Context: an optimization exercise on an open-source flow, tuned for small area, a short achievable clock period and few clock cycles per item. The choices shown serve that exercise and are no tape-out recipe.
At most, simulation tests tie the RTL to the original design; equivalence was not proved.
No activity file was given, so power comes from the tool's default toggle rates.

== run 1 ==
// top_without_mem
module top_without_mem(input dut_run, reset_b, clk,
		       output dut_busy,
		       input[15:0] sram_dut_read_data, wmem_dut_read_data,
		       output[15:0] dut_sram_write_data,
		       output[11:0] dut_sram_write_address, dut_sram_read_address,
		       output[11:0] dut_wmem_read_address, output dut_sram_write_enable
			);
clock: 6.5 ns
lec_check: 0
cap_margin: 20
core_margin: 2
core_utilization: 60
setup_slack_margin: 4.1
slew_margin: 20
standard.sh (not shown) runs the stock make flow with config.mk's settings and CLKGATE_MAP_FILE= SYNTH_SCRIPT=/design/flow/synth_recipe.tcl, a recipe that flattens the netlist after the stock synthesis.
==> flow/flow/run.sh <==
#!/bin/bash
# The standard layout, with plain buffers (not delay cells) on the ports.
set -euo pipefail
export BUFFER_PORTS_ARGS="-buffer_cell sky130_fd_sc_hd__buf_1"
bash standard.sh > standard.log 2>&1
Run 1 finished end to end and its layout was clean on timing, DRC and antenna.
What run 2 does differently from run 1 at the input level:
- SETUP_SLACK_MARGIN changed from 4.1 to 4.3
Results
- Summary of run 2 over run 1: fill cell total of the finished layout decreased by 172 relative to the old numbers; cell total after placement closely matched the old numbers; time the final worst path needs with I/O delays and setup decreased by 140 ps relative to the old numbers; final estimated routing congestion in global placement increased by 5.4% relative to the old numbers.
- Part of the total power dissipated in the clock network was higher in the run labelled run 1.
- Summary of the comparison: wire length of the first global-routing pass is higher in run 2, relative to run 1.
### run 2 -> run 3
==> flow/flow/run.sh <==
#!/bin/bash
# The standard layout, with two changes: ABC maps the logic with an area-oriented script
# (flow/abc.script, through flow/synth.tcl), and the ports get plain buffers, not delay cells.
set -euo pipefail
W=$(pwd)
export BUFFER_PORTS_ARGS="-buffer_cell sky130_fd_sc_hd__buf_1"
export FLOW_ABC_SCRIPT="$W/flow/abc.script"
bash standard.sh SYNTH_SCRIPT="$W/flow/synth.tcl" finish > standard.log 2>&1
==> flow/flow/abc.script (new file) <==
&get -n
&st
&dch
&nf -a
&put
topo
stime -c
==> flow/flow/synth.tcl (new file) <==
# synth_recipe.tcl (the standard synthesis script), except that ABC maps the logic with
# flow/abc.script instead of ORFS's abc_speed.script. Registers are mapped before ABC runs,
# so they are the standard synthesis's.
proc synth {args} { yosys synth -nofsm -noshare {*}$args }
proc abc {args} {
  set i [lsearch $args -script]
  if {$i >= 0} { set args [lreplace $args [expr {$i+1}] [expr {$i+1}] $::env(FLOW_ABC_SCRIPT)] }
  yosys abc {*}$args
}
source $::env(SCRIPTS_DIR)/synth.tcl
# left out here: clear keep_hierarchy, flatten, clean up, hide names made inside functions, write 1_2_yosys.v
[summary]
Delta (run 3 minus run 2): cell area fell by 18%, via count of the first global-routing pass shows a reduction of about 3.2%.
Run 3: met3 track demand over resource in global routing is 0.72 points lower than what run 2 reported.
Clock period minus worst slack for run 3: 79 ps up relative to run 2
Inputs modified between run 3 and run 4:
- a change of SETUP_SLACK_MARGIN from 4.3 to 4.2
- Run 4 went all the way through the flow, and no timing, DRC or antenna check failed.
- | smallest setup slack after layout | lower: run 4 |
- The estimated power of run 4 ends up lower than the estimate for run 3.
- On relative contribution of sequential cells to total power: between run 4 and run 3, it ends up lower for run 3.
- Summary of run 4 over run 3: maximum frequency went down; sequential share of layout area did not really move.
- Summary — worst reg2reg path depth, run 4 relative to run 3: higher, by 1.
No functional check of the RTL was part of any run of this note.

---

top_without_mem, a different RTL version from the one above (not shown whole).
For scale: roughly 710 cells after synthesis, roughly 89 I/O pins, roughly 0.0061 sq mm of cells after synthesis.
Settings: LEC_CHECK=0, CAP_MARGIN=20, CORE_MARGIN=2, CORE_UTILIZATION=75, SETUP_SLACK_MARGIN=4.2, SLEW_MARGIN=20; clock period 6.5 ns.
run.sh (not shown) runs the stock make flow with config.mk's settings and CLKGATE_MAP_FILE= SYNTH_SCRIPT=/design/flow/synth_recipe.tcl, a recipe that flattens the netlist after the stock synthesis.
Stock flow here: none of the scripts above is used.
The baseline completed with no timing, DRC or antenna violations.
Rerun with:
Settings changed: CORE_UTILIZATION 75 to 60, CTS_BUF_LIST set to sky130_fd_sc_hd__clkbuf_8.
Result: The changed run completed without violations; non-clock buffer count climbs by 2; total power decreases by about 2.7%; clock power is lower by 6.9%.
Rerun with:
Settings changed: CTS_BUF_LIST sky130_fd_sc_hd__clkbuf_8 to unset.
Result: Wire length does not change. Power does not change. Register-to-register slack barely changes. Global-route usage is unchanged. Die area does not change. Clock skew does not change. Critical path depth is unchanged.
Rerun with:
==> flow/flow/run.sh (new file) <==
#!/bin/bash
# The standard layout, with plain buffers (not delay cells) on the ports.
set -euo pipefail
export BUFFER_PORTS_ARGS="-buffer_cell sky130_fd_sc_hd__buf_2"
bash standard.sh > standard.log 2>&1
==> flow/standard.sh (new file) <==
#!/bin/bash
# synth_recipe.tcl (not shown) runs the flow's synth.tcl, then flattens the netlist and writes it again
# the make line also repeats each setting of config.mk as NAME=value (left out here)
make -C /OpenROAD-flow-scripts/flow DESIGN_CONFIG=/design/flow/config.mk WORK_HOME=/design/flow/orfs CLKGATE_MAP_FILE= SYNTH_SCRIPT=/design/flow/synth_recipe.tcl "${@:-finish}"
removed: flow/run.sh
Outcome: The new run finished with timing, DRC and antenna clean; total power went down by a few percent; clock-buffer cell count rises by 1; sequential share of layout area rose by 1.0 points; routed wire length decreases slightly; worst setup slack gets worse by 18 ps.
Function was not checked in any run of this note: the RTL went through the layout flow alone.

---

top_without_mem, a different RTL version from the one above (not shown whole).
Size in the first run: roughly 560 cells after synthesis, ~92 flip-flops, about 5200 µm² of cells after synthesis.
Settings: LEC_CHECK=0, CAP_MARGIN=20, CORE_MARGIN=2, CORE_UTILIZATION=60, PLACE_DENSITY=0.8, SETUP_SLACK_MARGIN=4.2, SLEW_MARGIN=20; clock period 6.5 ns.
standard.sh (not shown) runs the stock make flow with config.mk's settings and CLKGATE_MAP_FILE= SYNTH_SCRIPT=/design/flow/synth_recipe.tcl, a recipe that flattens the netlist after the stock synthesis.
==> flow/flow/run.sh <==
#!/bin/bash
# The standard layout, with two changes: ABC maps the logic with an area-oriented script
# (flow/abc.script, through flow/synth.tcl), and the ports get plain buffers, not delay cells.
set -euo pipefail
W=$(pwd)
export BUFFER_PORTS_ARGS="-buffer_cell sky130_fd_sc_hd__buf_1"
export FLOW_ABC_SCRIPT="$W/flow/abc.script"
bash standard.sh SYNTH_SCRIPT="$W/flow/synth.tcl" finish > standard.log 2>&1
==> flow/flow/abc.script <==
&get -n
&st
&dch
&nf -a
&put
topo
stime -c
==> flow/flow/synth.tcl <==
# synth_recipe.tcl (the standard synthesis script), except that ABC maps the logic with
# flow/abc.script instead of ORFS's abc_speed.script. Registers are mapped before ABC runs,
# so they are the standard synthesis's.
proc synth {args} { yosys synth -nofsm -noshare {*}$args }
proc abc {args} {
  set i [lsearch $args -script]
  if {$i >= 0} { set args [lreplace $args [expr {$i+1}] [expr {$i+1}] $::env(FLOW_ABC_SCRIPT)] }
  yosys abc {*}$args
}
source $::env(SCRIPTS_DIR)/synth.tcl
# left out here: clear keep_hierarchy, flatten, clean up, hide names made inside functions, write 1_2_yosys.v
Testbench counts at the start, summed over its fixed seeds: cycles 42,580, items 33,100.
==> next run, changes <==
- SETUP_SLACK_MARGIN: 4.2 -> 4.35
After rerunning: The changed run went through all stages and came out clean. Utilization rises by 3.8 points. Worst setup slack gains 0.058 ns. Routed wire length is higher by 5.2%. Cell area rises by 5.6%.
==> next run, changes <==
- SETUP_SLACK_MARGIN: 4.35 -> 4.3
Effect: Worst hold slack hardly moves; clock-buffer cell count is unchanged; routed wire length fell by a few percent; utilization fell by 2.6 points; final cell count fell by a few percent; register-to-register slack got worse by 0.06 ns; critical path depth is unchanged; die area does not change; worst setup slack stays flat; power fell by a few percent.
==> next run, changes <==
- CORE_UTILIZATION: 60 -> 55
- SETUP_SLACK_MARGIN: 4.3 -> 4.25
Result: Die area is higher by a little under a tenth; wire length is higher by a few percent; count of clock-buffer cells in the layout is lower by 2; via count is higher slightly; hold slack degrades by 0.0084 ns.
==> next run, changes <==
- CORE_UTILIZATION: 55 -> 60
Register-to-register slack stays flat.
Worst setup slack improves by 0.014 ns.
Clock skew barely changes.
Utilization grows by 3.7 points.
Global-route usage rises by 0.60 points.
Cell area is lower by about 1.6%.
Wire length fell by about 5%.

---

Another version of the RTL of top_without_mem (not shown whole).
Size in the first run: ~90 flip-flops, ~89 I/O pins, about 0.0059 mm2 of cells after synthesis.
clock: 6.5 ns
lec_check: 0
cap_margin: 20
core_margin: 2
core_utilization: 40
setup_slack_margin: 4.6
slew_margin: 20
run.sh (not shown) runs the stock make flow with config.mk's settings and CLKGATE_MAP_FILE= SYNTH_SCRIPT=/design/flow/synth_recipe.tcl, a recipe that flattens the netlist after the stock synthesis.
Stock flow here: none of the scripts above is used.
Next try:
--- a/flow/config.mk
+++ b/flow/config.mk
@@ -10,3 +10,3 @@
 export CORE_UTILIZATION = 40
-export SETUP_SLACK_MARGIN = 4.6
+export SETUP_SLACK_MARGIN = 4
 export SLEW_MARGIN = 20
What happened:
- The new run produced a clean layout
- count of clock-buffer cells in the layout grows by 2
- die area does not change
- sequential share of layout area rises by 5.6 points
- area after synthesis does not change
Next try:
--- a/flow/config.mk
+++ b/flow/config.mk
@@ -10,3 +10,3 @@
 export CORE_UTILIZATION = 40
-export SETUP_SLACK_MARGIN = 4
+export SETUP_SLACK_MARGIN = 4.3
 export SLEW_MARGIN = 20
After rerunning: The changed run went through all stages and came out clean; worst setup slack improved by 0.16 ns; fmax increases by 6.9%; worst hold slack gains 0.0043 ns.
Next try:
--- a/flow/config.mk
+++ b/flow/config.mk
@@ -10,3 +10,3 @@
 export CORE_UTILIZATION = 40
-export SETUP_SLACK_MARGIN = 4.3
+export SETUP_SLACK_MARGIN = 0
 export SLEW_MARGIN = 20
After rerunning: Wire length is lower by about 11%. Clock power is higher by about 2%. Power is lower by about 3%. Fmax is lower by about 30%. Cell area is lower by about 9%. Setup slack degrades by 0.95 ns. Utilization is lower by 5.1 points. Final cell count is lower by about 7%. Flip-flop and latch count is unchanged. Via count is lower by 6.5%. Register-to-register slack degrades by 0.55 ns.
No run of this note included a check of the RTL's function; only the layout flow was run.

## re-timing with driven ports
How much do the figures lean on ideal ports? The routed layouts below were timed once more, with nothing changed but the port constraints.
Step 1 (the two cells are an assumption about what drives the block):
set clk [get_ports {clk}]
set_driving_cell -lib_cell sky130_fd_sc_hd__clkbuf_16 $clk
set_driving_cell -lib_cell sky130_fd_sc_hd__buf_2 [delete_from_list [all_inputs] $clk]
Step 2, shift: input delay + t, output delay - t, t = (earliest + latest rising clock arrival at the registers) / 2. This alone moves slack from input paths to output paths.
a / b / c = ideal / step 1 / step 2; a / b = the first two.
run | t, ns | slack for setup (ns) | clock arrival spread, ns | slew at the worst register clock pin (ns) | worst data-port slew with drivers (ns)
run 1 | 0.397 | 4.155 / 4.149 / 3.764 | 0.011 / 0.011 | 0.09 / 0.09 | 0.05
run 2 | 0.387 | 4.295 / 4.262 / 3.946 | 0.013 / 0.014 | 0.10 / 0.10 | 0.04
run 3 | 0.385 | 4.217 / 4.182 / 3.994 | 0.016 / 0.016 | 0.10 / 0.10 | 0.04
run 4 | 0.385 | 4.209 / 4.176 / 3.936 | 0.017 / 0.017 | 0.10 / 0.10 | 0.04
the first run of note 2 | 0.387 | 4.193 / 4.184 / 3.810 | 0.019 / 0.018 | 0.10 / 0.10 | 0.06
the second run of note 2 | 0.390 | 4.225 / 4.190 / 3.868 | 0.014 / 0.015 | 0.10 / 0.10 | 0.04
the third run of note 2 | 0.390 | 4.225 / 4.190 / 3.868 | 0.014 / 0.015 | 0.10 / 0.10 | 0.04
the fourth run of note 2 | 0.408 | 4.208 / 4.173 / 3.831 | 0.013 / 0.013 | 0.10 / 0.10 | 0.04
the first run of note 3 | 0.382 | 4.249 / 4.214 / 4.085 | 0.013 / 0.013 | 0.10 / 0.10 | 0.04
the second run of note 3 | 0.387 | 4.307 / 4.271 / 4.083 | 0.010 / 0.009 | 0.09 / 0.09 | 0.04
the third run of note 3 | 0.385 | 4.309 / 4.274 / 4.075 | 0.013 / 0.013 | 0.09 / 0.09 | 0.04
the fourth run of note 3 | 0.395 | 4.274 / 4.241 / 4.040 | 0.012 / 0.012 | 0.09 / 0.09 | 0.04
the fifth run of note 3 | 0.387 | 4.288 / 4.253 / 4.084 | 0.013 / 0.013 | 0.09 / 0.09 | 0.04
the first run of note 4 | 0.388 | 4.213 / 4.188 / 3.801 | 0.009 / 0.009 | 0.07 / 0.07 | 0.06
the second run of note 4 | 0.385 | 4.041 / 4.053 / 3.668 | 0.008 / 0.008 | 0.07 / 0.07 | 0.04
the third run of note 4 | 0.390 | 4.198 / 4.175 / 3.786 | 0.007 / 0.007 | 0.07 / 0.07 | 0.06
the fourth run of note 4 | 0.386 | 3.247 / 3.207 / 3.087 | 0.004 / 0.004 | 0.06 / 0.06 | 0.05
After both steps setup and hold are still met in every run listed.
